This design comes from an exercise in tuning for small area on the open sky130 flow, not from production work. In this exercise RTL edits were held to simulation tests only and were not proved equivalent to the original. Power is estimated from default activity; no workload was simulated.

===== design/flow/run.sh =====
#!/bin/bash
# synth_recipe.tcl (not shown) runs the flow's synth.tcl, then flattens the netlist and writes it again
# the make line also repeats each setting of config.mk as NAME=value (left out here)
make -C /OpenROAD-flow-scripts/flow DESIGN_CONFIG=/design/flow/config.mk WORK_HOME=/design/flow/orfs CLKGATE_MAP_FILE= SYNTH_SCRIPT=/design/flow/synth_recipe.tcl finish

===== design/flow/config.mk =====
export PLATFORM = sky130hd
export DESIGN_NAME = FPGA_TOP
export DESIGN_NICKNAME = FPGA_TOP
export VERILOG_FILES = /design/flow/design.v
export SDC_FILE = /design/flow/constraint.sdc
export NUM_CORES = 4
export LEC_CHECK = 0
export CAP_MARGIN = 20
export CORE_MARGIN = 2
export CORE_UTILIZATION = 60
export CTS_BUF_LIST = sky130_fd_sc_hd__clkbuf_4
export CTS_CLUSTER_DIAMETER = 100
export CTS_CLUSTER_SIZE = 30
export SLEW_MARGIN = 20

===== design/flow/constraint.sdc =====
create_clock -name core_clock -period 10.0 [get_ports {CLK}]
set_input_delay 2.0000 -clock core_clock [delete_from_list [all_inputs] [get_ports {CLK}]]
set_output_delay 2.0000 -clock core_clock [all_outputs]
set_load 0.01 [all_outputs]

===== design/flow/design.v =====
`default_nettype none
module Decoder_7seg(
    input wire [3:0] D,
    output wire [7:0] SEG
);
assign SEG[0] = (~D[3] & ~D[2] & ~D[1]) | (D[3] & D[1] & ~D[0]);
assign SEG[1] = (D[2] & D[0]);
assign SEG[2] = (D[3] & ~D[2] & ~D[0]);
assign SEG[3] = (~D[3] & ~D[2] & D[0]) | (D[3] & D[1] & ~D[0]);
assign SEG[4] = (D[2] & ~D[0]) | (~D[3] & ~D[2] & D[0]) | (D[3] & D[1]);
assign SEG[5] = (~D[3] & ~D[2] & ~D[1]) | (D[3] & ~D[1] & ~D[0]);
assign SEG[6] = (~D[3] & ~D[2]);
assign SEG[7] = 1'b1;
endmodule
`default_nettype wire
`default_nettype none
module FPGA_TOP (
  input   wire          RESET,
  input   wire          SW1,
  input   wire          CLK,
  input   wire          BTNU,
  input   wire          BTNL,
  input   wire          BTNC,
  input   wire          BTNR,
  input   wire          BTND,
  output  wire  [11:0]  SEG,
  output  wire  [15:0]  LED
  ) ;
localparam [3:0] DZ = 4'b0010;    
reg M;                         
always @ (posedge CLK) M <= SW1;
wire CHG = SW1 ^ M;            
wire RS  = RESET | CHG;        
wire QC, QNC, QR, QNR;
btnflt bfc (.CLK(CLK), .RST(RESET), .FI(CHG), .BTN(BTNC), .BTNQ(QC), .BTNQN(QNC));
btnflt bfr (.CLK(CLK), .RST(RESET | SW1), .FI(1'b0), .BTN(BTNR), .BTNQ(QR), .BTNQN(QNR));
reg T;
always @ (posedge CLK) begin
    if (RS) T <= 0;
    else T <= T ^ (M ? QNC : QC);
end
localparam IDLE = 2'd0, RUN = 2'd1, PAUSE = 2'd2, DONE_ST = 2'd3;
reg [1:0] ST;
wire IDLEs = (ST == IDLE);
wire RUNs = (ST == RUN);
reg [9:0] P;
wire W100  = P[6] & P[5] & P[2];                         
wire W1000 = P[9] & P[8] & P[7] & P[6] & P[5] & P[3];    
wire PEN = M ? T : RUNs;
wire PCLR = RS | PEN & (M ? W100 : W1000);
wire [10:0] PC;
assign PC[0] = PEN;
genvar i;
generate for (i = 0; i < 10; i = i + 1) begin : pinc
    assign PC[i+1] = PC[i] & P[i];
    always @ (posedge CLK) P[i] <= ~PCLR & (P[i] ^ PC[i]);
end endgenerate
reg [15:0] S, V;
wire [15:0] SU, VD;
wire [3:0] S9, VZ;
generate for (i = 0; i < 4; i = i + 1) begin : dg
    dig_up   u (.D(S[4*i+3:4*i]), .Q(SU[4*i+3:4*i]), .TOP(S9[i]));
    dig_down d (.D(V[4*i+3:4*i]), .Q(VD[4*i+3:4*i]), .ZERO(VZ[i]));
end endgenerate
wire SEN = QR | (M & T & W100);
wire [3:0] SE = {SEN & S9[0] & S9[1] & S9[2], SEN & S9[0] & S9[1], SEN & S9[0], SEN};
wire C0 = VZ[0] & W1000;
wire [3:0] VE = {C0 & VZ[1] & VZ[2], C0 & VZ[1], C0, RUNs & W1000};
wire DN = &VZ & ~IDLEs;
integer k;
always @ (posedge CLK) begin
    for (k = 0; k < 4; k = k + 1) begin
        if (RS) S[4*k +: 4] <= DZ;
        else if (SE[k]) S[4*k +: 4] <= SU[4*k +: 4];
    end
    if (RS) V[3:0] <= DZ;
    else if (IDLEs) V[3:0] <= S[3:0];
    else if (VE[0]) V[3:0] <= VD[3:0];
    for (k = 1; k < 4; k = k + 1) begin
        if (RS) V[4*k +: 4] <= DZ;
        else if (VE[k]) V[4*k +: 4] <= VD[4*k +: 4];
        else if (IDLEs) V[4*k +: 4] <= S[4*k +: 4];
    end
end
always @ (posedge CLK) begin
    if (RESET | SW1 | M) ST <= IDLE;
    else case (ST)
        IDLE:  if (T) ST <= RUN;
        RUN:   if (DN) ST <= DONE_ST; else if (~T) ST <= PAUSE;
        PAUSE: if (T) ST <= RUN;
        default: if (~T) ST <= IDLE;
    endcase
end
reg [3:0] SC;
reg [1:0] A;
wire SCF  = ~SC[3] & ~(SC[1] ^ SC[0]) | SC[3] & ~SC[2] & SC[0];
wire SC10 = SC[3] & ~SC[2] & ~SC[0];
always @ (posedge CLK) begin
    SC[3:1] <= RS ? 3'd0 : SC[2:0];
    SC[0]   <= ~RESET & (CHG | SCF);
    if (RS) A <= 0;
    else if (SC10) A <= A + 2'd1;
end
reg [3:0] D;
always @(*) begin
    case (A)
        2'd0: D = V[3:0];
        2'd1: D = V[7:4];
        2'd2: D = V[11:8];
        default: D = V[15:12];
    endcase
    if (CHG) D = DZ;
end
wire [7:0] SEGD;
Decoder_7seg dec (.D(D), .SEG(SEGD));
assign SEG[7:0] = SEGD;
assign SEG[8]  = ~(CHG | A == 2'd0);
assign SEG[9]  = ~(~CHG & A == 2'd1);
assign SEG[10] = ~(~CHG & A == 2'd2);
assign SEG[11] = ~(~CHG & A == 2'd3);
assign LED = 16'd0;
endmodule
`default_nettype wire
`default_nettype none
module btnflt(
    input wire CLK, RST, BTN,
    input wire FI,            
    output reg BTNQ,          
    output wire BTNQN         
);
reg [6:0] S;
wire FB   = S[6] ^ S[5];
wire TERM = S[0] & S[1] & S[2] & S[4] & S[6];                 
wire ISI  = ~S[0] & ~S[1] & ~S[2] & ~S[3] & ~S[4] & ~S[5];    
wire ISC  = S[0] & ~S[1] & ~S[2] & ~S[3] & ~S[4] & ~S[5] & ~S[6];   
wire CLR  = RST | FI | TERM;
assign BTNQN = ISC & BTN;
always @ (posedge CLK) begin
    S[6:2] <= CLR ? 5'd0 : S[5:1];
    S[1]   <= CLR ? (TERM & BTN & ~RST & ~FI) : S[0];    
    S[0]   <= RST ? 1'b0 : (FI | ISI) ? BTN : TERM ? 1'b0 : FB;
    BTNQ   <= ~(RST | FI) & BTNQN;
end
endmodule
`default_nettype wire
`default_nettype none
module dig_up(
    input wire [3:0] D,
    output wire [3:0] Q,
    output wire TOP
);
assign Q[0] = (D[1]);
assign Q[1] = (D[2]);
assign Q[2] = (D[3]);
assign Q[3] = (~D[3] & ~D[2] & D[0]) | (D[3] & ~D[0]);
assign TOP = (~D[3] & ~D[1] & ~D[0]);
endmodule
`default_nettype wire
`default_nettype none
module dig_down(
    input wire [3:0] D,
    output wire [3:0] Q,
    output wire ZERO
);
assign Q[0] = (~D[3] & D[2]) | (~D[2] & D[1] & D[0]) | (D[3] & ~D[2]);
assign Q[1] = (D[0]);
assign Q[2] = (D[1]);
assign Q[3] = (D[2]);
assign ZERO = (~D[3] & D[1] & ~D[0]);
endmodule
`default_nettype wire

==> results of run 1 <==
==> state kept, by name (all words and copies together) (netlist names), named ones only <==
name / cells
M: 1
bfr.BTNQ: 1
P: 10
T: 1
bfr.S: 7
bfc.BTNQ: 1
SC: 4
A: 2
S: 12
ST: 2
V: 16
bfc.S: 7
==> critical path: cells and delay by family <==
family                    cells  cell delay [ns]
AOI/OAI and AO/OA             2             0.35
xor gates and xnor gates      1             0.58
buffers and inverters         2             1.14
and+or+nand+nor               1             0.38
==> worst max-delay path by stage <==
stage                     from      to
after CTS                  SW1  SEG[5]
final                      SW1  SEG[5]
after global routing       SW1  SEG[4]
after global placement     SW1  SEG[4]
after detailed placement   SW1  SEG[5]
after floorplan            SW1  SEG[4]
==> layout make-up <==
cell class	count	area, um2
clock buffer	10	75.1
fill	490	1810
timing repair buffer	19	180
inverter	15	56.3
sequential	68	1360
multi-input combinational	276	1750
clock inverter	6	88.8
tap	72	90.1
==> layout by cell type, fill, tap and decap left out, types with 3 or more instances in the layout <==
master,count
xor2_1,5
inv_1,15
mux2i_1,10
o221a_2,4
a21boi_0,3
and3_1,10
nand4_1,6
nand2b_1,3
clkbuf_4,10
clkdlybuf4s50_1,15
nor3_1,15
a22oi_1,4
o21ai_0,23
nand3_1,8
a211oi_1,8
conb_1,17
nor2_1,31
o21a_1,3
xnor2_1,3
nor3b_1,4
nand2_1,24
buf_4,4
dfxtp_1,68
and2_1,18
a21oi_1,22
a311oi_1,7
ha_1,13
or4_1,5
==> synthesized netlist by cell type (2+ instances only) <==
master / instances
dfxtp_1: 68
nor2_1: 31
nand2_1: 24
o21ai_0: 23
a21oi_1: 22
and2_1: 18
buf_4: 17
inv_1: 15
nor3_1: 15
ha_1: 13
clkbuf_1: 12
and3_1: 10
mux2i_1: 10
a211oi_1: 8
nand3_1: 8
a311oi_1: 7
nand4_1: 6
or4_1: 5
xor2_1: 5
a22oi_1: 4
nor3b_1: 4
o221a_2: 4
a21boi_0: 3
buf_2: 3
nand2b_1: 3
o21a_1: 3
xnor2_1: 3
a21o_1: 2
a221oi_1: 2
a41oi_1: 2
conb_1: 2
nor4_1: 2
==> through the flow <==
step | util (%) | total power [uW] | cells
after floorplan | - | 300 | 392
after global placement | 63.5 | 302 | 450
after detailed placement | 63.5 | 302 | 450
after CTS | 66.6 | 503 | 466
after global routing | 66.6 | 519 | 466
final | 66.6 | 501 | 466
==> power by group <==
part,internal (uW),leakage [uW],switching [uW]
clock network,104,0.0000826,100
registers,273,0.000549,2.51
logic,6.53,0.000828,14.2
total,384,0.00146,117
==> routing by layer <==
metal  vias up  routed length [um]  GRT usage (%)
met1      1247                3130           29.7
met5         -                   0              0
met4         0                 100           9.47
met2        69                3110           37.3
li1       1348                   -              -
met3         8                 311           5.75
==> kinds of logic (layout without fill, tap and decap cells) <==
logic type | after synthesis | in the layout
AOI/OAI and AO/OA | 90 | 90
xor gates and xnor gates | 8 | 8
adders and majority gates | 13 | 13
buffers and inverters | 48 | 50
DFF | 68 | 68
muxes | 11 | 11
other | 2 | 17
and+or+nand+nor | 137 | 137
==> out/results.ini, run 1 <==
[drt]
drc=0
drt_iter0_markers=191
viasPerCell=5.73
routed_wl_um=6650
firstDrtPassIters=4
num_vias=2672
wire_per_inst_um=14.3
final_antenna_net_count=0

[place]
io_buffers=15
dp_hpwl_um=4640
detailed_place.area_um2=3430
place.gp.congestion=0.858
place_ws_ns=3.58

[grt]
overflow=0
grt_antenna_before_repair=0
grt_first_pass_wirelength_um=11100
grt_max_degree=31
grt_pass1_vias=2462
track_usage_pct=23.1

[logic_synthesis]
synth.ff_latch_count=68
synthSimpleGateAreaFrac_pct=22.0
syn_area_um2=3310
synth_top_area_cell=dfxtp_1
avgSynthCellArea_um2=8.77
synthMuxAreaShare_pct=3.37
yosys_warnings=2
yosysSeqAreaShare_pct=41.2
synthXorXnorAreaFrac_pct=2.12
synthDistinctLibCells=55
syn_inst=377
synth_top_family_by_area=simple AND/OR/NAND/NOR gates
synth_compound_area_share_pct=18.5
async_flop_share_pct=0
ys_top_cells_by_area=dfxtp_1, ha_1, buf_4
synth-edff-count=0
synth_top_area_share_pct=41.2
yosys.area_share.adder_pct=4.92
synth-main-ff-cell=dfxtp_1

[critical_path]
critPathRequiredTime_ns=8.00
path_class=in2out
ff2ff_path_depth=13
critPathMaxFanout=8
max_stage_delay_ns=0.58
crit_path_frequent_cell=clkdlybuf4s50_1
critPathCaptureType=output port
timing.rr.start=ST[1]
critical_path_arrival_ns=4.46
start_kind=input pin
r2r_setup_slack_ns=7.06
cpMaxStageDelayCell=clkdlybuf4s50_1
path_cells=clkdlybuf4s50_1 > xor2_1 > a221oi_1 > or2_2 > a21boi_0 > clkdlybuf4s50_1
r2r_end=P[9]

[power_and_ir_drop]
p_leak_uw=0.00146
peakVddDrop_mv=0.102
power_density_nw_per_um2=139

[hold_path]
holdPathEnd=SC[3]
hold_path_class=reg2reg
min_path_cells=2
hold_path_startpoint=SC[2]

[timing]
rsz0062_at_grt=no
tightest_slew_ns=0.668
finalSetupViolCount=0
whs_ns=0.480
slew_headroom_pct=55.3
period_minus_slack_ns=6.46
tns_ns=0
skew_ns=0.00991
layout_setup_ws_ns=3.54
max_freq_mhz=155
finalCritPeriodShare_pct=64.6
hold_violations=0
slew_viol_final=0

[floorplan]
die_w_um=78.2
row_count=27
dieHeight_um=78.2
ios=36
initial_core_util_pct=61.2
coreArea_um2=5410
die-area_um2=6120

[clock_network]
cts_tree=done
clk_pin_slew_worst_paths_ns=0.11
hold_buffers=0
numCtsBuffers=9
postCtsSetupBuffers=0
cts.repair.resized=0
cts_max_level=3
cts_sinks=68
cts_buffer_depth=2
clk_latency_ns=0.41
cts-root-buf=clkbuf_4

[outcome]
outcome=finished clean

[cells_and_area]
layout-drive-gt1-share_pct=7.61
antennaDiodeCount=0
area_delta_synth_final_pct=8.82
final_net_count=410
final_area_um2=3600

[flow_run]
cap_violations=0

==> run 2, diff against run 1 <==
==> design/flow/config.mk (replaced) <==
export PLATFORM = sky130hd
export DESIGN_NAME = FPGA_TOP
export DESIGN_NICKNAME = FPGA_TOP
export VERILOG_FILES = /design/flow/design.v
export SDC_FILE = /design/flow/constraint.sdc
export NUM_CORES = 4
export LEC_CHECK = 0
export CAP_MARGIN = 20
export CORE_MARGIN = 2
export CORE_UTILIZATION = 40
export SLEW_MARGIN = 20
==> out/results.ini, run 2 <==
[cells_and_area]
layout_commonest_cell=dfxtp_1
utilization_pct=45.4  ; -21 points
area_delta_synth_final_pct=11.2
final_net_count=410  ; unchanged
layout-drive-gt1-share_pct=7.36  ; -0.25 points
largest_register_ffs=16  ; unchanged
largest_register=V
final_cells=499  ; +7.1%
antennaDiodeCount=0  ; unchanged
reg_top3=V: 16 flops, S: 12 flops, P: 10 flops
final_cell_mix=dfxtp_1, nor2_1, nand2_1

[power_and_ir_drop]
power_density_nw_per_um2=143  ; +2.9%
peakVddDrop_mv=0.0720  ; -29%
p_leak_uw=0.00148  ; +1.4%

[place]
dp_hpwl_um=4900  ; +5.5%
dp_cells=483  ; +7.3%
place.gp.congestion=0.835  ; -2.7%
io_buffers=15  ; unchanged
place_ws_ns=3.44  ; -0.135 ns

[logic_synthesis]
avgSynthCellArea_um2=8.77  ; unchanged
yosys-top-cells-count=dfxtp_1, nor2_1, nand2_1
synth-main-ff-cell=dfxtp_1
syn_area_um2=3310  ; unchanged
synth-edff-count=0  ; unchanged
yosys_warnings=2  ; unchanged
synth.ff_latch_count=68  ; unchanged
synthDistinctLibCells=55  ; unchanged
yosysSeqAreaShare_pct=41.2  ; unchanged
synth_top_area_cell=dfxtp_1
post-synth-top-count-cell=dfxtp_1
syn_inst=377  ; unchanged
ys_top_cells_by_area=dfxtp_1, ha_1, buf_4
async_flop_share_pct=0  ; unchanged
synth_top_area_share_pct=41.2  ; unchanged

[timing]
layout_setup_ws_ns=3.41  ; -0.134 ns
whs_ns=0.463  ; -0.0166 ns
hold_violations=0  ; unchanged
period_minus_slack_ns=6.59  ; +0.134 ns
finalSetupViolCount=0  ; unchanged
tightest_slew_ns=0.800  ; +0.132 ns
finalCritPeriodShare_pct=65.9  ; +1.3 points
slew_viol_final=0  ; unchanged
slew_headroom_pct=46.5  ; -8.8 points
rsz0062_at_grt=no
max_freq_mhz=152  ; -2.0%
skew_ns=0.00796  ; -0.00195 ns
tns_ns=0  ; unchanged

[clock_network]
hold_buffers=0  ; unchanged
cts_tree=done
cts-root-buf=clkbuf_8
cts_max_level=3  ; unchanged
clk_latency_ns=0.34  ; -0.07 ns
postCtsSetupBuffers=0  ; unchanged
cts_buffer_depth=2  ; unchanged
numCtsBuffers=9  ; unchanged
cts.repair.resized=0  ; unchanged
cts_sinks=68  ; unchanged
clk_pin_slew_worst_paths_ns=0.07  ; -0.04 ns

[hold_path]
holdPathEnd=SC[3]
min_path_cells=2  ; unchanged
hold_path_startpoint=SC[2]
hold_path_class=reg2reg

[floorplan]
die_w_um=94.9  ; +21%
initial_core_util_pct=40.8  ; -20 points
ios=36  ; unchanged
row_count=33  ; +22%
dieHeight_um=94.9  ; +21%
coreArea_um2=8090  ; +50%
die-area_um2=9010  ; +47%

[grt]
grt_max_degree=31  ; unchanged
grt_pass1_vias=2430  ; -1.3%
grt_first_pass_wirelength_um=11600  ; +4.7%
grt_antenna_before_repair=0  ; unchanged
track_usage_pct=16.8  ; -6.4 points
overflow=0  ; unchanged

[drt]
routed_wl_um=6900  ; +3.8%
drc=0  ; unchanged
wire_per_inst_um=13.8  ; -3.1%
firstDrtPassIters=4  ; unchanged
drt_iter0_markers=209  ; +9.4%
viasPerCell=5.35  ; -6.6%
num_vias=2672  ; unchanged
final_antenna_net_count=0  ; unchanged

[critical_path]
path_class=in2out
ff2ff_path_depth=13  ; unchanged
critPathRequiredTime_ns=8.00  ; about the same
r2r_end=P[9]
critPathCaptureType=output port
start_kind=input pin
critPathMaxFanout=8  ; unchanged
timing.rr.start=ST[1]
r2r_setup_slack_ns=7.07  ; about the same
critical_path_arrival_ns=4.59  ; +0.13 ns

[flow_run]
cap_violations=0  ; unchanged

[outcome]
outcome=finished clean

[run 2: cell type report]
type	instances	area [um2]
tap	105	131
multi-input combinational	276	1750
sequential	68	1360
clock inverter	4	47.5
timing repair buffer	19	180
fill	806	4420
inverter	15	56.3
clock buffer	12	155
[run 2: worst max-delay path, stage by stage]
cell and delay, ns:
clkdlybuf4s50_1 0.59, xor2_1 0.67, a221oi_1 0.20, or2_2 0.38, o21ai_0 0.19, clkdlybuf4s50_1 0.56
[run 2: how the worst max path moves through the flow]
stage | from | end | cells past startpoint
floorplan | SW1 | SEG[4] | 4
global placement | SW1 | SEG[4] | 6
detailed placement | SW1 | SEG[4] | 6
CTS | SW1 | SEG[4] | 6
global route | SW1 | SEG[4] | 6
finish | SW1 | SEG[4] | 6
[run 2: cells by family (layout without fill, tap and decap cells)]
kind of cell | count (synthesis) | count (layout) | share of synthesized area [%]
AOI/OAI and AO/OA | 90 | 90 | 18.5
xor gates and xnor gates | 8 | 8 | 2.12
adders and majority gates | 13 | 13 | 4.92
buffers and inverters | 48 | 50 | 7.72
DFF | 68 | 68 | 41.2
muxes | 11 | 11 | 3.37
other | 2 | 17 | 0.227
and+or+nand+nor | 137 | 137 | 22.0
[run 2: metrics by stage]
stage	power, uW	instance area (um2)
floorplan	300	3360
global placement	302	3470
detailed placement	303	3470
CTS	533	3680
global route	549	3680
finish	527	3680
[run 2: power by group]
part / internal [uW] / total, uW / switching, uW
clock network: 128 / 230 / 102
logic: 6.53 / 21.1 / 14.5
registers: 273 / 275 / 2.48
[run 2: metal layers]
metal	GRT usage, %	part of all wire, %	vias to the layer above
met5	0	0	-
met4	7.61	1.8	0
met3	5.11	5.4	11
met2	24.3	45	62
met1	22.8	48	1248
li1	-	-	1351
==> run 3, diff against run 2 <==
==> design/flow/flow/run.sh (new file) <==
#!/bin/bash
# The standard layout (the standard.sh, ORFS) with three changes:
#  - port buffers are sky130_fd_sc_hd__buf_1 instead of ORFS's pick,
#  - the constant outputs share one tie cell each for 0 and 1,
#  - clock tree synthesis uses no dummy loads.
set -euo pipefail
bash standard.sh \
  "BUFFER_PORTS_ARGS=-buffer_cell sky130_fd_sc_hd__buf_1" \
  "SKIP_REPAIR_TIE_FANOUT=1" \
  "CTS_ARGS=-sink_clustering_enable -repair_clock_nets -dont_use_dummy_load" \
  finish > flow_make.log 2>&1
==> design/flow/standard.sh (new file) <==
#!/bin/bash
# synth_recipe.tcl (not shown) runs the flow's synth.tcl, then flattens the netlist and writes it again
# the make line also repeats each setting of config.mk as NAME=value (left out here)
make -C /OpenROAD-flow-scripts/flow DESIGN_CONFIG=/design/flow/config.mk WORK_HOME=/design/flow/orfs CLKGATE_MAP_FILE= SYNTH_SCRIPT=/design/flow/synth_recipe.tcl "${@:-finish}"
--- a/design/flow/config.mk
+++ b/design/flow/config.mk
@@ -7,5 +7,6 @@
 export LEC_CHECK = 0
 export CAP_MARGIN = 20
 export CORE_MARGIN = 2
-export CORE_UTILIZATION = 40
+export CORE_UTILIZATION = 60
+export CTS_BUF_LIST = sky130_fd_sc_hd__clkbuf_4
 export SLEW_MARGIN = 20
removed: design/flow/run.sh
==> out/results.ini, run 3 <==
[outcome]
outcome=finished clean

[hold_path]
hold_path_startpoint=SC[2]
hold_path_class=reg2reg
min_path_cells=2  ; unchanged
holdPathEnd=SC[3]

[cells_and_area]
final_area_um2=3410  ; -7.3%
final_cell_mix=dfxtp_1, nor2_1, nand2_1
area_delta_synth_final_pct=3.07
antennaDiodeCount=0  ; unchanged
utilization_pct=63.0  ; +18 points
final_cells=444  ; -11%
reg_top3=V: 16 flops, S: 12 flops, P: 10 flops
layout_commonest_cell=dfxtp_1
n_fill_cell=509  ; -37%
largest_register=V
layout-drive-gt1-share_pct=6.18  ; -1.2 points
largest_register_ffs=16  ; unchanged
final_net_count=395  ; -3.7%

[floorplan]
row_count=27  ; -18%
die_w_um=78.2  ; -18%
ios=36  ; unchanged
dieHeight_um=78.2  ; -18%
coreArea_um2=5410  ; -33%
die-area_um2=6120  ; -32%
initial_core_util_pct=61.2  ; +20 points

[logic_synthesis]
synthDistinctLibCells=55  ; unchanged
async_flop_share_pct=0  ; unchanged
yosys-top-cells-count=dfxtp_1, nor2_1, nand2_1
synth_top_area_share_pct=41.2  ; unchanged
yosysSeqAreaShare_pct=41.2  ; unchanged
post-synth-top-count-cell=dfxtp_1
synth_top_area_cell=dfxtp_1
synth-main-ff-cell=dfxtp_1
syn_area_um2=3310  ; unchanged
ys_top_cells_by_area=dfxtp_1, ha_1, buf_4
yosys_warnings=2  ; unchanged
synth.ff_latch_count=68  ; unchanged
avgSynthCellArea_um2=8.77  ; unchanged
syn_inst=377  ; unchanged
synth-edff-count=0  ; unchanged

[critical_path]
critPathCaptureType=output port
critPathRequiredTime_ns=8.00  ; about the same
critical_path_arrival_ns=3.73  ; -0.86 ns
max_stage_delay_ns=0.58  ; -0.09 ns
path_cells=buf_1 > xor2_1 > a221oi_1 > or2_2 > a21boi_0 > buf_1
r2r_end=P[9]
cpMaxStageDelayCell=xor2_1
start_kind=input pin
timing.rr.start=ST[1]
r2r_setup_slack_ns=7.08  ; about the same
ff2ff_path_depth=13  ; unchanged
critPathMaxFanout=8  ; unchanged
path_class=in2out
crit_path_frequent_cell=buf_1

[timing]
max_freq_mhz=175  ; +15%
slew_viol_final=0  ; unchanged
skew_ns=0.0146  ; +0.00662 ns
tns_ns=0  ; unchanged
hold_violations=0  ; unchanged
finalSetupViolCount=0  ; unchanged
tightest_slew_ns=0.712  ; -0.0887 ns
slew_headroom_pct=52.2  ; +5.7 points
rsz0062_at_grt=no
finalCritPeriodShare_pct=57.3  ; -8.6 points
period_minus_slack_ns=5.73  ; -0.862 ns

[power_and_ir_drop]
p_total_uw=460  ; -13%
peakVddDrop_mv=0.0865  ; +20%
power_density_nw_per_um2=135  ; -5.7%
p_leak_uw=0.00135  ; -8.5%

[drt]
num_vias=2594  ; -2.9%
wire_per_inst_um=14.7  ; +6.2%
viasPerCell=5.84  ; +9.1%
final_antenna_net_count=0  ; unchanged
routed_wl_um=6520  ; -5.5%
drt_iter0_markers=131  ; -37%
firstDrtPassIters=5  ; +1
drc=0  ; unchanged

[clock_network]
cts_sinks=68  ; unchanged
clk_pin_slew_worst_paths_ns=0.06  ; about the same
hold_buffers=0  ; unchanged
numCtsBuffers=9  ; unchanged
cts_max_level=3  ; unchanged
clk_latency_ns=0.34  ; about the same
cts.repair.resized=0  ; unchanged
cts_tree=done
cts_buffer_depth=2  ; unchanged
postCtsSetupBuffers=0  ; unchanged
cts-root-buf=clkbuf_8

[place]
detailed_place.area_um2=3280  ; -5.5%
place.gp.congestion=0.872  ; +4.4%
dp_cells=435  ; -9.9%
io_buffers=15  ; unchanged
dp_hpwl_um=4650  ; -5.0%

[flow_run]
cap_violations=0  ; unchanged

[grt]
grt_max_degree=31  ; unchanged
overflow=0  ; unchanged
grt_first_pass_wirelength_um=10900  ; -6.6%
track_usage_pct=22.8  ; +6.0 points
grt_pass1_vias=2396  ; -1.4%
grt_antenna_before_repair=0  ; unchanged

==> run 3: cell counts after synthesis <==
Identical to the previous run, type by type.
==> run 3: layout make-up <==
| type | count | area [um2] | share of cell area [%] |
|---|---|---|---|
| well taps | 72 | 90.1 | 2.64 |
| clock buffers | 9 | 124 | 3.64 |
| multi-input cells | 261 | 1690 | 49.6 |
| inverters | 15 | 56.3 | 1.65 |
| flip-flops and latches | 68 | 1360 | 40.0 |
| repair buffers | 19 | 86.3 | 2.53 |
==> run 3: kinds of logic (layout without fill, tap and decap cells) <==
family	count (synthesis)	after routing	synth area share (%)
buffers and inverters	48	43	7.72
AO/OA/AOI/OAI	90	90	18.5
other	2	2	0.227
flip-flops	68	68	41.2
AND/OR/NAND/NOR	137	137	22.0
multiplexers	11	11	3.37
adder cells (fa/ha/maj)	13	13	4.92
XOR/XNOR	8	8	2.12
==> run 3: routing by layer <==
metal  vias to the layer above  share of wire (%)  track usage, %
met4                         0                2.6            12.5
met2                        32                 47            37.2
met3                        15                2.4            4.48
li1                       1331                  -               -
met1                      1216                 48            28.3
met5                         -                  0               0
==> run 3: worst max path at each step <==
stage,start,endpoint,cells after the start
final,SW1,SEG[5],6
after global routing,SW1,SEG[5],6
after CTS,SW1,SEG[5],6
after detailed placement,SW1,SEG[5],6
after global placement,SW1,SEG[4],6
after floorplan,SW1,SEG[4],4
==> run 3: worst max-delay path, delay by kind of cell <==
family / cells / cell delay [ns]
compound gates: 2 / 0.39
xor+xnor: 1 / 0.58
buf+inv: 2 / 0.38
simple gates: 1 / 0.37
==> run 3: per-stage QoR <==
| stage | hold WS, ns | setup slack (ns) |
|---|---|---|
| after floorplan | 0.431 | 4.87 |
| after global placement | 0.438 | 4.33 |
| after detailed placement | 0.451 | 4.28 |
| after CTS | 0.458 | 4.28 |
| after global routing | 0.483 | 4.12 |
| final | 0.460 | 4.27 |
==> run 3: power by group <==
group / switching [uW] / internal [uW] / leakage, uW
clock: 85.0 / 80.0 / 0.0000647
sequential: 2.50 / 273 / 0.000549
combinational: 14.0 / 5.40 / 0.000740
==> run 4, diff against run 3 <==
==> design/flow/flow/run.sh (replaced) <==
#!/bin/bash
# The standard layout (the standard.sh, ORFS) with these changes:
#  - after synthesis every logic cell gets its smallest drive strength
#    (flow/downsize.tcl, run at the start of the floorplan step),
#  - port buffers are sky130_fd_sc_hd__buf_1 instead of ORFS's pick,
#  - the constant outputs share one tie cell each for 0 and 1,
#  - clock tree synthesis uses sky130_fd_sc_hd__clkbuf_4 and no dummy loads.
set -euo pipefail
bash standard.sh \
  "FOOTPRINT_TCL=$PWD/flow/downsize.tcl" \
  "BUFFER_PORTS_ARGS=-buffer_cell sky130_fd_sc_hd__buf_1" \
  "SKIP_REPAIR_TIE_FANOUT=1" \
  "CTS_ARGS=-sink_clustering_enable -repair_clock_nets -dont_use_dummy_load -buf_list sky130_fd_sc_hd__clkbuf_4" \
  finish > flow_make.log 2>&1
==> design/flow/flow/downsize.tcl (new file) <==
# Sourced in the floorplan step (FOOTPRINT_TCL): give every logic cell that
# synthesis sized up the smallest drive strength of its kind. The later
# repair steps size up or buffer again where slew, load or timing needs it.
set n 0
foreach inst [get_cells *] {
  set master [get_property $inst ref_name]
  if { ![regexp {^(sky130_fd_sc_hd__[a-z0-9]+)_([0-9]+)$} $master -> base drive] } { continue }
  if { [regexp {^sky130_fd_sc_hd__(df|sdf|edf|dl|conb|tap|fill|decap|clk)} $base] } { continue }
  set best ""
  set best_area 1e9
  foreach cell [get_lib_cells */${base}_*] {
    set name [get_property $cell name]
    if { ![regexp "^${base}_\[0-9\]+\$" $name] } { continue }
    if { [get_property $cell dont_use] } { continue }
    set a [get_property $cell area]
    if { $a < $best_area } { set best_area $a; set best $name }
  }
  if { $best ne "" && $best ne $master } {
    replace_cell $inst $best
    incr n
  }
}
puts "downsize.tcl: replaced $n cells with smaller drive strengths"
--- a/design/flow/config.mk
+++ b/design/flow/config.mk
@@ -7,6 +7,6 @@
 export LEC_CHECK = 0
 export CAP_MARGIN = 20
 export CORE_MARGIN = 2
-export CORE_UTILIZATION = 60
-export CTS_BUF_LIST = sky130_fd_sc_hd__clkbuf_4
+export CORE_UTILIZATION = 85
+export PLACE_DENSITY = 0.85
 export SLEW_MARGIN = 20
==> out/results.ini, run 4 <==
[timing]
max_freq_mhz=177  ; +1.2%
skew_ns=0.0279  ; +0.0133 ns
rsz0062_at_grt=no
tightest_slew_ns=1.13  ; +0.414 ns
hold_violations=0  ; unchanged
period_minus_slack_ns=5.66  ; -0.0696 ns
finalCritPeriodShare_pct=56.6  ; -0.70 points
slew_viol_final=0  ; unchanged
finalSetupViolCount=0  ; unchanged
slew_headroom_pct=24.7  ; -28 points
tns_ns=0  ; unchanged

[cells_and_area]
layout-drive-gt1-share_pct=3.24  ; -2.9 points
area_delta_synth_final_pct=-0.416
final_net_count=393  ; -0.51%
n_fill_cell=174  ; -66%
antennaDiodeCount=0  ; unchanged
final_cell_mix=dfxtp_1, nor2_1, nand2_1
layout_commonest_cell=dfxtp_1
largest_register=V
reg_top3=V: 16 flops, S: 12 flops, P: 10 flops
final_area_um2=3290  ; -3.4%
largest_register_ffs=16  ; unchanged

[logic_synthesis]
ys_top_cells_by_area=dfxtp_1, ha_1, buf_4
syn_inst=377  ; unchanged
post-synth-top-count-cell=dfxtp_1
synthDistinctLibCells=55  ; unchanged
synth-main-ff-cell=dfxtp_1
avgSynthCellArea_um2=8.77  ; unchanged
yosysSeqAreaShare_pct=41.2  ; unchanged
synth_top_area_share_pct=41.2  ; unchanged
synth.ff_latch_count=68  ; unchanged
synth_top_area_cell=dfxtp_1
synth-edff-count=0  ; unchanged
syn_area_um2=3310  ; unchanged
yosys_warnings=2  ; unchanged
yosys-top-cells-count=dfxtp_1, nor2_1, nand2_1
async_flop_share_pct=0  ; unchanged

[outcome]
outcome=finished clean

[critical_path]
ff2ff_path_depth=13  ; unchanged
crit_path_frequent_cell=buf_1
critPathMaxFanout=8  ; unchanged
path_cells=buf_1 > xor2_1 > a221oi_1 > or2_0 > o22ai_1 > buf_1
critPathLaunch=SW1
max_stage_delay_ns=0.54  ; -0.04 ns
cpMaxStageDelayCell=xor2_1
r2r_setup_slack_ns=6.95  ; -0.13 ns
timing.rr.start=ST[1]
critPathRequiredTime_ns=8.00  ; about the same
r2r_end=P[9]
critPathCaptureType=output port
start_kind=input pin
path_class=in2out
critical_path_arrival_ns=3.66  ; -0.07 ns

[clock_network]
cts_max_level=3  ; unchanged
cts_buffer_depth=2  ; unchanged
cts-root-buf=clkbuf_4
numCtsBuffers=9  ; unchanged
clk_latency_ns=0.42  ; +0.08 ns
postCtsSetupBuffers=0  ; unchanged
cts_tree=done
cts.repair.resized=0  ; unchanged
hold_buffers=0  ; unchanged
clk_pin_slew_worst_paths_ns=0.11  ; +0.05 ns
cts_sinks=68  ; unchanged

[place]
dp_hpwl_um=5160  ; +11%
place.gp.congestion=0.865  ; -0.75%
detailed_place.area_um2=3220  ; -1.9%
io_buffers=15  ; unchanged

[hold_path]
min_path_cells=1  ; -1
holdPathEnd=SC[2]
hold_path_startpoint=SC[1]
hold_path_class=reg2reg

[drt]
final_antenna_net_count=0  ; unchanged
num_vias=2824  ; +8.9%
drt_iter0_markers=323  ; +150%
viasPerCell=6.76  ; +16%
firstDrtPassIters=6  ; +1
wire_per_inst_um=17.6  ; +20%
drc=0  ; unchanged
routed_wl_um=7350  ; +13%

[grt]
grt_pass1_vias=2584  ; +7.8%
overflow=0  ; unchanged
track_usage_pct=35.8  ; +13 points
grt_antenna_before_repair=0  ; unchanged
grt_max_degree=31  ; unchanged
grt_first_pass_wirelength_um=11800  ; +8.6%

[power_and_ir_drop]
peakVddDrop_mv=0.108  ; +25%
p_leak_uw=0.00129  ; -4.6%
power_density_nw_per_um2=128  ; -5.4%

[flow_run]
cap_violations=0  ; unchanged

[floorplan]
dieHeight_um=66.4  ; -15%
coreArea_um2=3690  ; -32%
die-area_um2=4400  ; -28%
row_count=22  ; -19%
initial_core_util_pct=89.6  ; +28 points
ios=36  ; unchanged
die_w_um=66.4  ; -15%

[run 4: cell counts after synthesis]
Identical to the previous run, type by type.
[run 4: cells by family (layout without fill, tap and decap cells)]
kind of cell | after synthesis | in the layout | synth area share (%)
AND/OR/NAND/NOR | 137 | 137 | 22.0
AO/OA/AOI/OAI | 90 | 90 | 18.5
flip-flops | 68 | 68 | 41.2
buffers and inverters | 48 | 41 | 7.72
adder cells (fa/ha/maj) | 13 | 13 | 4.92
multiplexers | 11 | 11 | 3.37
XOR/XNOR | 8 | 8 | 2.12
other | 2 | 2 | 0.227
[run 4: layout make-up]
cell class / count / area (um2) / area share, %
inverter: 15 / 56.3 / 1.71
multi-input combinational: 261 / 1680 / 50.9
sequential: 68 / 1360 / 41.4
timing repair buffer: 17 / 71.3 / 2.17
clock buffer: 9 / 67.6 / 2.05
tap: 48 / 60.1 / 1.82
[run 4: power breakdown]
part	switching [uW]	internal [uW]
registers	2.66	273
logic	14.6	4.62
clock network	84.1	41.8
total	101	319
[run 4: worst max-delay path by stage]
| stage | slack, ns | endpoint | cells past startpoint |
|---|---|---|---|
| 2_1_floorplan | 4.91 | SEG[4] | 4 |
| 6_report | 4.34 | SEG[3] | 6 |
| 5_1_grt | 4.18 | SEG[3] | 6 |
| 3_5_place_dp | 4.36 | SEG[3] | 6 |
| 4_1_cts | 4.36 | SEG[3] | 6 |
| 3_3_place_gp | 4.48 | SEG[3] | 6 |
[run 4: critical path, delay by kind of cell]
family	cells	cell delay, ns
xor+xnor	1	0.54
compound gates	2	0.40
buf+inv	2	0.38
simple gates	1	0.33
[run 4: layer usage]
| metal | part of all wire (%) | up-vias | global-route usage [%] |
|---|---|---|---|
| li1 | - | 1328 | - |
| met1 | 41 | 1335 | 42.8 |
| met2 | 48 | 137 | 59.6 |
| met3 | 8.5 | 24 | 11.4 |
| met4 | 2.4 | 0 | 14.0 |
| met5 | 0 | - | 0 |
[run 4: through the flow]
stage,hold WS [ns],setup WS (ns),utilization [%],total power [uW],cells
2_1_floorplan,0.431,4.91,-,297,377
3_3_place_gp,0.438,4.48,87.3,299,409
3_5_place_dp,0.469,4.36,87.3,300,409
4_1_cts,0.472,4.36,89.2,419,418
5_1_grt,0.462,4.18,89.2,436,418
6_report,0.466,4.34,89.2,420,418
==> run 5, diff against run 4 <==
==> design/flow/config.mk (replaced) <==
export PLATFORM = sky130hd
export DESIGN_NAME = FPGA_TOP
export DESIGN_NICKNAME = FPGA_TOP
export VERILOG_FILES = /design/flow/design.v
export SDC_FILE = /design/flow/constraint.sdc
export NUM_CORES = 4
export LEC_CHECK = 0
export ABC_AREA = 1
export CAP_MARGIN = 20
export CORE_MARGIN = 2
export CORE_UTILIZATION = 75
export PLACE_DENSITY = 0.75
export SLEW_MARGIN = 20
==> out/results.ini, run 5 <==
[clock_network]
cts_sinks=68  ; unchanged
cts_tree=done
cts.repair.resized=0  ; unchanged
cts_buffer_depth=2  ; unchanged
postCtsSetupBuffers=0  ; unchanged
clk_pin_slew_worst_paths_ns=0.09  ; -0.02 ns
hold_buffers=0  ; unchanged
numCtsBuffers=9  ; unchanged
cts_max_level=3  ; unchanged
cts-root-buf=clkbuf_4
clk_latency_ns=0.40  ; -0.02 ns

[power_and_ir_drop]
sequentialPowerShare_pct=66.1  ; +0.6 points
power_density_nw_per_um2=127  ; -0.23%
switching_share_pct=23.1  ; -1.0 points
clkPwrFrac_pct=29.0  ; -0.9 points
power_frac_comb_pct=4.9  ; +0.3 points
p_sw_uw=96.1  ; -5.2%
p_int_uw=320  ; +0.25%
p_leak_uw=0.00132  ; +2.1%
peakVddDrop_mv=0.0924  ; -15%

[cells_and_area]
final_cell_mix=nand2_1, dfxtp_1, nor2_1
layout-drive-gt1-share_pct=2.24  ; -1.0 points
register_area_um2=1360  ; unchanged
largest_register=V
layout_commonest_cell=nand2_1
final_net_count=470  ; +20%
utilization_pct=76.0  ; -13 points
multi_input_area_um2=1490  ; -11%
area_delta_synth_final_pct=-1.55
n_fill_cell=348  ; +100%
largest_register_ffs=16  ; unchanged
antennaDiodeCount=0  ; unchanged
reg_top3=V: 16 flops, S: 12 flops, P: 10 flops

[flow_run]
cap_violations=0  ; unchanged

[drt]
final_antenna_net_count=0  ; unchanged
wire_per_inst_um=12.0  ; -31%
viasPerCell=5.44  ; -19%
firstDrtPassIters=5  ; -1
drt_iter0_markers=153  ; -53%
drc=0  ; unchanged
num_vias=2717  ; -3.8%
routed_wl_um=6010  ; -18%

[logic_synthesis]
syn_area_um2=3320  ; +0.30%
async_flop_share_pct=0  ; unchanged
synthDistinctLibCells=40  ; -27%
synth_compound_area_share_pct=15.1  ; -3.4 points
synthSimpleGateAreaFrac_pct=26.0  ; +4.0 points
synth-main-ff-cell=dfxtp_1
synthXorXnorAreaFrac_pct=0.792  ; -1.3 points
yosys_warnings=2  ; unchanged
yosysSeqAreaShare_pct=41.1  ; -0.12 points
post-synth-top-count-cell=nand2_1
syn_inst=445  ; +18%
avgSynthCellArea_um2=7.45  ; -15%
synth-edff-count=0  ; unchanged
synth_top_family_by_area=simple AND/OR/NAND/NOR gates
synth_top_area_cell=dfxtp_1
synth.ff_latch_count=68  ; unchanged
yosys-top-cells-count=nand2_1, dfxtp_1, nor2_1
synthMuxAreaShare_pct=0.604  ; -2.8 points
ys_top_cells_by_area=dfxtp_1, nand2_1, nor2_1
synth_top_area_share_pct=41.1  ; -0.12 points
yosys.area_share.adder_pct=4.91  ; -0.015 points

[grt]
grt_first_pass_wirelength_um=10700  ; -8.9%
track_usage_pct=26.9  ; -9.0 points
grt_max_degree=27  ; -13%
grt_antenna_before_repair=0  ; unchanged
grt_pass1_vias=2542  ; -1.6%
overflow=0  ; unchanged

[critical_path]
path_class=in2out
critPathRequiredTime_ns=8.00  ; about the same
critPathLaunch=SW1
max_stage_delay_ns=0.20  ; -0.34 ns
cpMaxStageDelayCell=inv_1
path_cells=buf_1 > inv_1 > nand2_1 > nand2_1 > inv_1 > o21ai_0 > nor2_1 > nand2_1 > a21oi_1 > buf_1
timing.rr.start=ST[0]
critPathMaxFanout=6  ; -2
critical_path_arrival_ns=3.35  ; -0.31 ns
crit_path_frequent_cell=nand2_1
critPathCaptureType=output port
start_kind=input pin

[floorplan]
die_w_um=70.5  ; +6.2%
dieHeight_um=70.5  ; +6.2%
die-area_um2=4970  ; +13%
ios=36  ; unchanged
row_count=24  ; +9.1%
initial_core_util_pct=77.2  ; -12 points
coreArea_um2=4290  ; +16%

[timing]
period_minus_slack_ns=5.35  ; -0.304 ns
layout_setup_ws_ns=4.65  ; +0.304 ns
tns_ns=0  ; unchanged
slew_headroom_pct=37.4  ; +13 points
tightest_slew_ns=0.932  ; -0.194 ns
finalCritPeriodShare_pct=53.5  ; -3.0 points
whs_ns=0.433  ; -0.0332 ns
rsz0062_at_grt=no
hold_violations=0  ; unchanged
finalSetupViolCount=0  ; unchanged
slew_viol_final=0  ; unchanged
max_freq_mhz=187  ; +5.7%
skew_ns=0.0369  ; +0.00900 ns

[place]
io_buffers=15  ; unchanged
place.gp.congestion=0.810  ; -6.4%
dp_hpwl_um=4430  ; -14%
place_ws_ns=4.65  ; +0.281 ns

[hold_path]
hold_path_startpoint=bfc.S[3]
hold_path_class=reg2reg

[outcome]
outcome=finished clean

run 5: final timing paths:
kind                                  to  slack [ns]  cells after the start
worst min register to register  bfc.S[4]        0.43                      2
worst min-delay path            bfc.S[4]        0.43                      2
worst max-delay path              SEG[5]        4.65                     10
worst max register to register      P[9]        7.31                     15
run 5: worst max-delay path: cells and delay by family:
family          cells  cell delay (ns)
buf+inv             4             0.58
simple gates        4             0.50
compound gates      2             0.26
run 5: metrics by stage:
stage / instance area [um2] / cells / power [uW]
final: 3260 / 499 / 416
after global placement: 3200 / 490 / 301
after CTS: 3260 / 499 / 418
after floorplan: 3150 / 445 / 298
after global routing: 3260 / 499 / 433
after detailed placement: 3200 / 490 / 302
run 5: area by class of cell:
cell class,count,share of cell area [%]
multi-input cells,295,45.5
flip-flops and latches,68,41.7
inverters,59,6.78
clock buffers,9,2.07
well taps,52,1.99
repair buffers,16,1.95
run 5: cell families (layout without fill, tap and decap cells):
logic type | Yosys count | after routing
mux | 2 | 2
simple gates | 187 | 187
buf+inv | 82 | 84
compound gates | 88 | 88
other cells | 2 | 2
fa+ha+maj | 13 | 13
xor+xnor | 3 | 3
flops | 68 | 68
run 5: power by group through the flow:
stage	clock network (uW)	logic [uW]	registers, uW
4_1_cts	123	20.4	275
2_1_floorplan	0	17.4	281
3_5_place_dp	0	20.3	281
3_3_place_gp	0	19.7	281
6_report	120	20.6	275
5_1_grt	134	23.6	275
run 5: per-layer routing:
layer | vias to the layer above | wire length [um] | global-route usage [%] | share of wire, %
li1 | 1439 | - | - | -
met1 | 1212 | 2840 | 32.4 | 47
met2 | 57 | 2880 | 46.5 | 48
met3 | 9 | 216 | 7.07 | 3.6
met4 | 0 | 73 | 8.55 | 1.2
met5 | - | 0 | 0 | 0
==> run 6, diff against run 5 <==
--- a/design/flow/config.mk
+++ b/design/flow/config.mk
@@ -5,7 +5,6 @@
 export SDC_FILE = /design/flow/constraint.sdc
 export NUM_CORES = 4
 export LEC_CHECK = 0
-export ABC_AREA = 1
 export CAP_MARGIN = 20
 export CORE_MARGIN = 2
 export CORE_UTILIZATION = 75
==> out/results.ini, run 6 <==
[timing]
tightest_slew_ns=0.904  ; -0.0275 ns
finalCritPeriodShare_pct=56.5  ; +3.0 points
slew_headroom_pct=39.3  ; +1.8 points
hold_violations=0  ; unchanged
skew_ns=0.0277  ; -0.00914 ns
max_freq_mhz=177  ; -5.2%
tns_ns=0  ; unchanged
rsz0062_at_grt=no
finalSetupViolCount=0  ; unchanged
period_minus_slack_ns=5.65  ; +0.297 ns
slew_viol_final=0  ; unchanged

[clock_network]
cts_tree=done
postCtsSetupBuffers=0  ; unchanged
cts.repair.resized=0  ; unchanged
cts_max_level=3  ; unchanged
hold_buffers=0  ; unchanged
cts_sinks=68  ; unchanged
clk_latency_ns=0.42  ; +0.02 ns
clk_pin_slew_worst_paths_ns=0.09  ; about the same
numCtsBuffers=9  ; unchanged
cts_buffer_depth=2  ; unchanged
cts-root-buf=clkbuf_4

[hold_path]
hold_path_class=reg2reg
min_path_cells=2  ; unchanged
hold_path_startpoint=SC[2]

[logic_synthesis]
synth_top_area_share_pct=41.2  ; +0.12 points
synth-edff-count=0  ; unchanged
synthDistinctLibCells=55  ; +38%
ys_top_cells_by_area=dfxtp_1, ha_1, buf_4
synth.ff_latch_count=68  ; unchanged
synth_top_area_cell=dfxtp_1
yosys-top-cells-count=dfxtp_1, nor2_1, nand2_1
post-synth-top-count-cell=dfxtp_1
avgSynthCellArea_um2=8.77  ; +18%
synth-main-ff-cell=dfxtp_1
async_flop_share_pct=0  ; unchanged
syn_area_um2=3310  ; -0.30%
yosys_warnings=2  ; unchanged
yosysSeqAreaShare_pct=41.2  ; +0.12 points
syn_inst=377  ; -15%

[floorplan]
row_count=24  ; unchanged
die_w_um=70.4  ; -0.14%
die-area_um2=4950  ; -0.28%
dieHeight_um=70.4  ; -0.14%
coreArea_um2=4290  ; unchanged
initial_core_util_pct=77.0  ; -0.23 points
ios=36  ; unchanged

[cells_and_area]
area_delta_synth_final_pct=0.113
final_area_um2=3310  ; +1.4%
reg_top3=V: 16 flops, S: 12 flops, P: 10 flops
final_cells=424  ; -15%
antennaDiodeCount=0  ; unchanged
largest_register_ffs=16  ; unchanged
layout_commonest_cell=dfxtp_1
final_net_count=395  ; -16%
utilization_pct=77.1  ; +1.0 points
layout-drive-gt1-share_pct=3.49  ; +1.3 points
final_cell_mix=dfxtp_1, nor2_1, nand2_1
largest_register=V

[drt]
drc=0  ; unchanged
firstDrtPassIters=5  ; unchanged
viasPerCell=6.25  ; +15%
wire_per_inst_um=15.7  ; +31%
num_vias=2652  ; -2.4%
final_antenna_net_count=0  ; unchanged
drt_iter0_markers=254  ; +66%
routed_wl_um=6680  ; +11%

[power_and_ir_drop]
p_sw_uw=102  ; +6.3%
peakVddDrop_mv=0.107  ; +16%
clkPwrFrac_pct=30.1  ; +1.1 points
sequentialPowerShare_pct=65.2  ; -0.9 points
power_density_nw_per_um2=127  ; about the same
power_frac_comb_pct=4.6  ; -0.3 points
p_leak_uw=0.00130  ; -1.3%
p_int_uw=320  ; about the same
switching_share_pct=24.2  ; +1.1 points

[place]
io_buffers=15  ; unchanged
dp_cells=415  ; -15%
detailed_place.area_um2=3240  ; +1.4%
place.gp.congestion=0.847  ; +4.6%
dp_hpwl_um=4570  ; +3.1%

[grt]
grt_antenna_before_repair=0  ; unchanged
overflow=0  ; unchanged
grt_max_degree=31  ; +15%
grt_pass1_vias=2446  ; -3.8%
grt_first_pass_wirelength_um=11400  ; +6.6%
track_usage_pct=29.1  ; +2.2 points

[critical_path]
ff2ff_path_depth=13  ; -2
critical_path_arrival_ns=3.65  ; +0.30 ns
start_kind=input pin
path_class=in2out
timing.rr.start=ST[1]
critPathCaptureType=output port
critPathRequiredTime_ns=8.00  ; about the same
critPathLaunch=SW1
critPathMaxFanout=8  ; +2

[outcome]
outcome=finished clean

[flow_run]
cap_violations=0  ; unchanged

-- run 6: per-stage QoR --
step / setup slack [ns] / hold slack, ns / power, uW
4_1_cts: 4.38 / 0.466 / 422
6_report: 4.35 / 0.460 / 422
2_1_floorplan: 4.91 / 0.431 / 297
3_3_place_gp: 4.43 / 0.449 / 300
3_5_place_dp: 4.36 / 0.452 / 301
5_1_grt: 4.20 / 0.488 / 435
-- run 6: power by group through the flow --
stage | registers (uW) | logic (uW) | clock network, uW
3_3_place_gp | 281 | 18.7 | 0
3_5_place_dp | 281 | 19.5 | 0
4_1_cts | 275 | 19.5 | 127
5_1_grt | 276 | 21.6 | 138
2_1_floorplan | 280 | 16.6 | 0
6_report | 275 | 19.6 | 127
-- run 6: logic make-up after synthesis --
group                    Yosys count  synth area share (%)
AO/OA/AOI/OAI                     90                  18.5
XOR/XNOR                           8                  2.12
adder cells (fa/ha/maj)           13                  4.92
buffers and inverters             48                  7.72
flip-flops                        68                  41.2
multiplexers                      11                  3.37
other                              2                 0.227
AND/OR/NAND/NOR                  137                  22.0
-- run 6: path summary, 6_finish.rpt --
path,endpoint,slack (ns)
max reg2reg,P[9],7.05
max,SEG[5],4.35
min reg2reg,SC[3],0.46
min,SC[3],0.46
-- run 6: critical path, stage by stage --
cell      delay, ns
buf_1          0.19
xor2_1         0.56
a221oi_1       0.21
or2_0          0.33
a21boi_0       0.19
buf_1          0.17
-- run 6: layout make-up --
type | instances | area (um2)
timing repair buffer | 19 | 86.3
fill | 324 | 985
sequential | 68 | 1360
inverter | 15 | 56.3
multi-input combinational | 261 | 1670
clock buffer | 9 | 67.6
tap | 52 | 65.1
-- run 6: layer usage --
layer,track usage (%),share of wire [%]
met5,0,0
met4,12.2,1.6
met3,4.33,5.5
met2,46.4,46
met1,39.3,47
==> run 7, diff against run 6 <==
==> design/flow/flow/run.sh (replaced) <==
#!/bin/bash
# The standard layout (the standard.sh, ORFS) with these changes:
#  - after synthesis the logic is re-mapped for area and every logic cell
#    gets its smallest drive strength (flow/resynth.tcl, run at the start of
#    the floorplan step; registers are kept as synthesis made them),
#  - port buffers are sky130_fd_sc_hd__buf_1 instead of ORFS's pick,
#  - the constant outputs share one tie cell each for 0 and 1,
#  - clock tree synthesis uses sky130_fd_sc_hd__clkbuf_4 and no dummy loads.
set -euo pipefail
bash standard.sh \
  "FOOTPRINT_TCL=$PWD/flow/resynth.tcl" \
  "BUFFER_PORTS_ARGS=-buffer_cell sky130_fd_sc_hd__buf_1" \
  "SKIP_REPAIR_TIE_FANOUT=1" \
  "CTS_ARGS=-sink_clustering_enable -repair_clock_nets -dont_use_dummy_load -buf_list sky130_fd_sc_hd__clkbuf_4" \
  finish > flow_make.log 2>&1
==> design/flow/flow/resynth.tcl (new file) <==
# Sourced in the floorplan step (FOOTPRINT_TCL), before any placement:
#  - remove the buffers synthesis inserted,
#  - give every logic cell the smallest drive strength of its kind,
#  - re-map the logic between the registers for area (OpenROAD restructure,
#    twice), then downsize again.
# Registers are not touched. The later repair steps size up or buffer again
# where slew, load or timing needs it.
proc my_downsize {} {
  set n 0
  foreach inst [get_cells *] {
    set master [get_property $inst ref_name]
    if { ![regexp {^(sky130_fd_sc_hd__[a-z0-9]+)_([0-9]+)$} $master -> base drive] } { continue }
    if { [regexp {^sky130_fd_sc_hd__(df|sdf|edf|dl|conb|tap|fill|decap|clk)} $base] } { continue }
    set best ""
    set best_area 1e9
    foreach cell [get_lib_cells */${base}_*] {
      set name [get_property $cell name]
      if { ![regexp "^${base}_\[0-9\]+\$" $name] } { continue }
      if { [get_property $cell dont_use] } { continue }
      set a [get_property $cell area]
      if { $a < $best_area } { set best_area $a; set best $name }
    }
    if { $best ne "" && $best ne $master } {
      replace_cell $inst $best
      incr n
    }
  }
  puts "resynth.tcl: $n cells downsized"
}
proc my_area {} {
  set a 0
  foreach inst [get_cells *] {
    set a [expr { $a + [get_property [get_lib_cells */[get_property $inst ref_name]] area] }]
  }
  return $a
}
puts "resynth.tcl: area at start [my_area]"
remove_buffers
my_downsize
set rmp_dir [file join $::env(WORK_HOME) rmp]
file mkdir $rmp_dir
foreach pass {1 2} {
  restructure -target area -liberty_file [lindex $::env(LIB_FILES) 0] \
    -tielo_port [join $::env(TIELO_CELL_AND_PORT) /] -tiehi_port [join $::env(TIEHI_CELL_AND_PORT) /] \
    -work_dir $rmp_dir -abc_logfile [file join $rmp_dir abc_$pass.log]
  puts "resynth.tcl: area after restructure pass $pass [my_area]"
}
my_downsize
puts "resynth.tcl: area at end [my_area]"
--- a/design/flow/config.mk
+++ b/design/flow/config.mk
@@ -5,6 +5,7 @@
 export SDC_FILE = /design/flow/constraint.sdc
 export NUM_CORES = 4
 export LEC_CHECK = 0
+export ABC_AREA = 1
 export CAP_MARGIN = 20
 export CORE_MARGIN = 2
 export CORE_UTILIZATION = 75
removed: design/flow/flow/downsize.tcl
==> out/results.ini, run 7 <==
[outcome]
outcome=finished clean

[timing]
tightest_slew_ns=1.09  ; +0.182 ns
hold_violations=0  ; unchanged
finalSetupViolCount=0  ; unchanged
tns_ns=0  ; unchanged
finalCritPeriodShare_pct=58.8  ; +2.3 points
whs_ns=0.429  ; -0.0314 ns
period_minus_slack_ns=5.88  ; +0.229 ns
slew_viol_final=0  ; unchanged
max_freq_mhz=170  ; -3.9%
slew_headroom_pct=27.3  ; -12 points
skew_ns=0.0326  ; +0.00487 ns
rsz0062_at_grt=no

[critical_path]
start_kind=input pin
path_class=in2out
r2r_setup_slack_ns=5.34  ; -1.71 ns
r2r_end=S[13]
critical_path_arrival_ns=3.88  ; +0.23 ns
critPathCaptureType=output port
path_cells=buf_1 > a2bb2oi_1 > o221ai_1 > nand2_1 > clkinv_1 > nand2_1 > o211ai_1 > buf_1
cp.depth=8  ; +2
timing.rr.start=M
critPathMaxFanout=9  ; +1
cpMaxStageDelayCell=a2bb2oi_1
crit_end=SEG[4]
critPathRequiredTime_ns=8.00  ; about the same
critPathLaunch=SW1
max_stage_delay_ns=0.70  ; +0.14 ns
ff2ff_path_depth=10  ; -3
critPathTopFamily=compound AO/OA/AOI/OAI gates
cp_num_buf_inv=3  ; +1

[power_and_ir_drop]
power_density_nw_per_um2=136  ; +6.3%
p_leak_uw=0.00106  ; -19%
peakVddDrop_mv=0.0991  ; -7.8%

[drt]
viasPerCell=6.20  ; -0.82%
num_vias=2655  ; +0.11%
drt_iter0_markers=313  ; +23%
wire_per_inst_um=14.4  ; -8.7%
drc=0  ; unchanged
routed_wl_um=6150  ; -7.8%
firstDrtPassIters=6  ; +1
final_antenna_net_count=0  ; unchanged

[grt]
grt_max_degree=24  ; -23%
track_usage_pct=26.2  ; -2.8 points
grt_antenna_before_repair=0  ; unchanged
overflow=0  ; unchanged
grt_pass1_vias=2325  ; -4.9%
grt_first_pass_wirelength_um=10300  ; -9.6%

[place]
dp_hpwl_um=4450  ; -2.7%
place.gp.congestion=0.878  ; +3.6%
io_buffers=15  ; unchanged

[logic_synthesis]
synth.ff_latch_count=68  ; unchanged
yosys_warnings=2  ; unchanged
syn_area_um2=3320  ; +0.30%
yosys-top-cells-count=nand2_1, dfxtp_1, nor2_1
syn_inst=445  ; +18%
synth_top_area_cell=dfxtp_1
avgSynthCellArea_um2=7.45  ; -15%
synth_top_area_share_pct=41.1  ; -0.12 points
synthDistinctLibCells=40  ; -27%
synth-edff-count=0  ; unchanged
ys_top_cells_by_area=dfxtp_1, nand2_1, nor2_1
post-synth-top-count-cell=nand2_1
synth-main-ff-cell=dfxtp_1
yosysSeqAreaShare_pct=41.1  ; -0.12 points
async_flop_share_pct=0  ; unchanged

[flow_run]
cap_violations=0  ; unchanged

[cells_and_area]
largest_register_ffs=16  ; unchanged
final_net_count=386  ; -2.3%
antennaDiodeCount=0  ; unchanged
n_fill_cell=356  ; +9.9%
area_delta_synth_final_pct=-7.32
final_cell_mix=dfxtp_1, clkinv_1, nor2_1
layout_commonest_cell=dfxtp_1
layout-drive-gt1-share_pct=2.66  ; -0.84 points
reg_top3=V: 16 flops, S: 12 flops, P: 10 flops
largest_register=V

[clock_network]
clk_pin_slew_worst_paths_ns=0.08  ; about the same
clk_latency_ns=0.40  ; -0.02 ns
cts_sinks=68  ; unchanged
cts-root-buf=clkbuf_4
postCtsSetupBuffers=0  ; unchanged
cts_tree=done
cts.repair.resized=0  ; unchanged
hold_buffers=0  ; unchanged
numCtsBuffers=9  ; unchanged
cts_max_level=3  ; unchanged
cts_buffer_depth=2  ; unchanged

[floorplan]
dieHeight_um=70.5  ; +0.14%
die_w_um=70.5  ; +0.14%
row_count=24  ; unchanged
ios=36  ; unchanged
initial_core_util_pct=77.2  ; +0.23 points
coreArea_um2=4290  ; unchanged
die-area_um2=4970  ; +0.28%

[hold_path]
hold_path_class=reg2reg

[run 7: layer usage]
layer | vias to the layer above | GRT usage [%] | share of wire (%)
met5 | - | 0 | 0
met2 | 92 | 39.9 | 44
li1 | 1322 | - | -
met4 | 0 | 9.19 | 2.4
met1 | 1222 | 36.2 | 47
met3 | 19 | 6.64 | 6.0
[run 7: through the flow]
step	power (uW)	cells	utilization, %	cell area (um2)	worst slack, ns
after floorplan	297	351	-	2880	4.78
after global placement	303	419	70.0	3010	4.17
after detailed placement	304	419	70.0	3010	4.17
after CTS	420	428	71.6	3070	4.17
after global routing	437	428	71.6	3070	3.93
final	417	428	71.6	3070	4.12
[run 7: cell type report]
cell class              count  area (um2)  share of cell area [%]
clock buffers               9        67.6                    2.20
inverters                  67         251                    8.18
multi-input cells         216        1260                    41.1
flip-flops and latches     68        1360                    44.3
well taps                  52        65.1                    2.12
repair buffers             16        63.8                    2.08
[run 7: tightest hold or removal path, stage by stage, from the launching register on]
cell	delay [ns]
dfxtp_1	0.31
clkinv_1	0.05
nor2_1	0.04
[run 7: how the worst min path moves through the flow]
stage	startpoint	end	slack (ns)	cells after the start
final	bfr.S[3]	bfr.S[4]	0.43	2
after global routing	bfr.S[3]	bfr.S[4]	0.46	2
after CTS	bfr.S[3]	bfr.S[4]	0.43	2
after detailed placement	bfr.S[3]	bfr.S[4]	0.42	2
after global placement	bfr.S[3]	bfr.S[4]	0.42	2
after floorplan	bfr.S[3]	bfr.S[4]	0.40	2
[run 7: cells by family (layout without fill, tap and decap cells)]
| kind of cell | count (synthesis) | after routing | share of synthesized area, % |
|---|---|---|---|
| adders and majority gates | 13 | 0 | 4.91 |
| xor gates and xnor gates | 3 | 1 | 0.793 |
| DFF | 68 | 68 | 41.1 |
| other | 2 | 2 | 0.226 |
| and+or+nand+nor | 187 | 111 | 26.0 |
| muxes | 2 | 0 | 0.604 |
| AOI/OAI and AO/OA | 88 | 102 | 15.1 |
| buffers and inverters | 82 | 92 | 11.3 |
[run 7: power breakdown]
group          switching [uW]  internal [uW]
clock network            77.1           41.8
logic                    16.8           5.83
registers                1.86            273
total                    95.8            321

what the ideal ports hide:
How much do the figures lean on ideal ports? The routed layouts below were timed once more, with nothing changed but the port constraints. Step 1 sets driving cells, clkbuf_16 on the clock port and buf_2 on the other inputs (assumed; they add their load-dependent delay and slew). Step 2 adds t to the input delays and takes it off the output delays; t is the mean of the earliest and latest rising clock arrival at the registers after step 1. Input paths then give back, and output paths get back, about the clock's delay inside the block. Three values: ideal ports, drivers, drivers and shift; two values: the first two.
| run | t (ns) | setup slack, ns | clock arrival spread, ns | cell pins on the clock port's net |
|---|---|---|---|---|
| run 1 | 0.429 | 3.542 / 3.515 / 3.515 | 0.010 / 0.010 | 1 |
| run 2 | 0.366 | 3.409 / 3.388 / 3.388 | 0.008 / 0.008 | 1 |
| run 3 | 0.360 | 4.271 / 4.250 / 4.250 | 0.014 / 0.015 | 1 |
| run 4 | 0.434 | 4.341 / 4.318 / 4.318 | 0.028 / 0.028 | 1 |
| run 5 | 0.402 | 4.646 / 4.623 / 4.623 | 0.037 / 0.037 | 1 |
| run 6 | 0.432 | 4.349 / 4.323 / 4.323 | 0.028 / 0.027 | 1 |
| run 7 | 0.406 | 4.120 / 4.089 / 4.089 | 0.033 / 0.033 | 1 |
After both steps setup and hold are still met in every run listed. The setup slack of run 7, which loses most, moves by -0.031 ns with the drivers and by -0.031 ns with both steps.
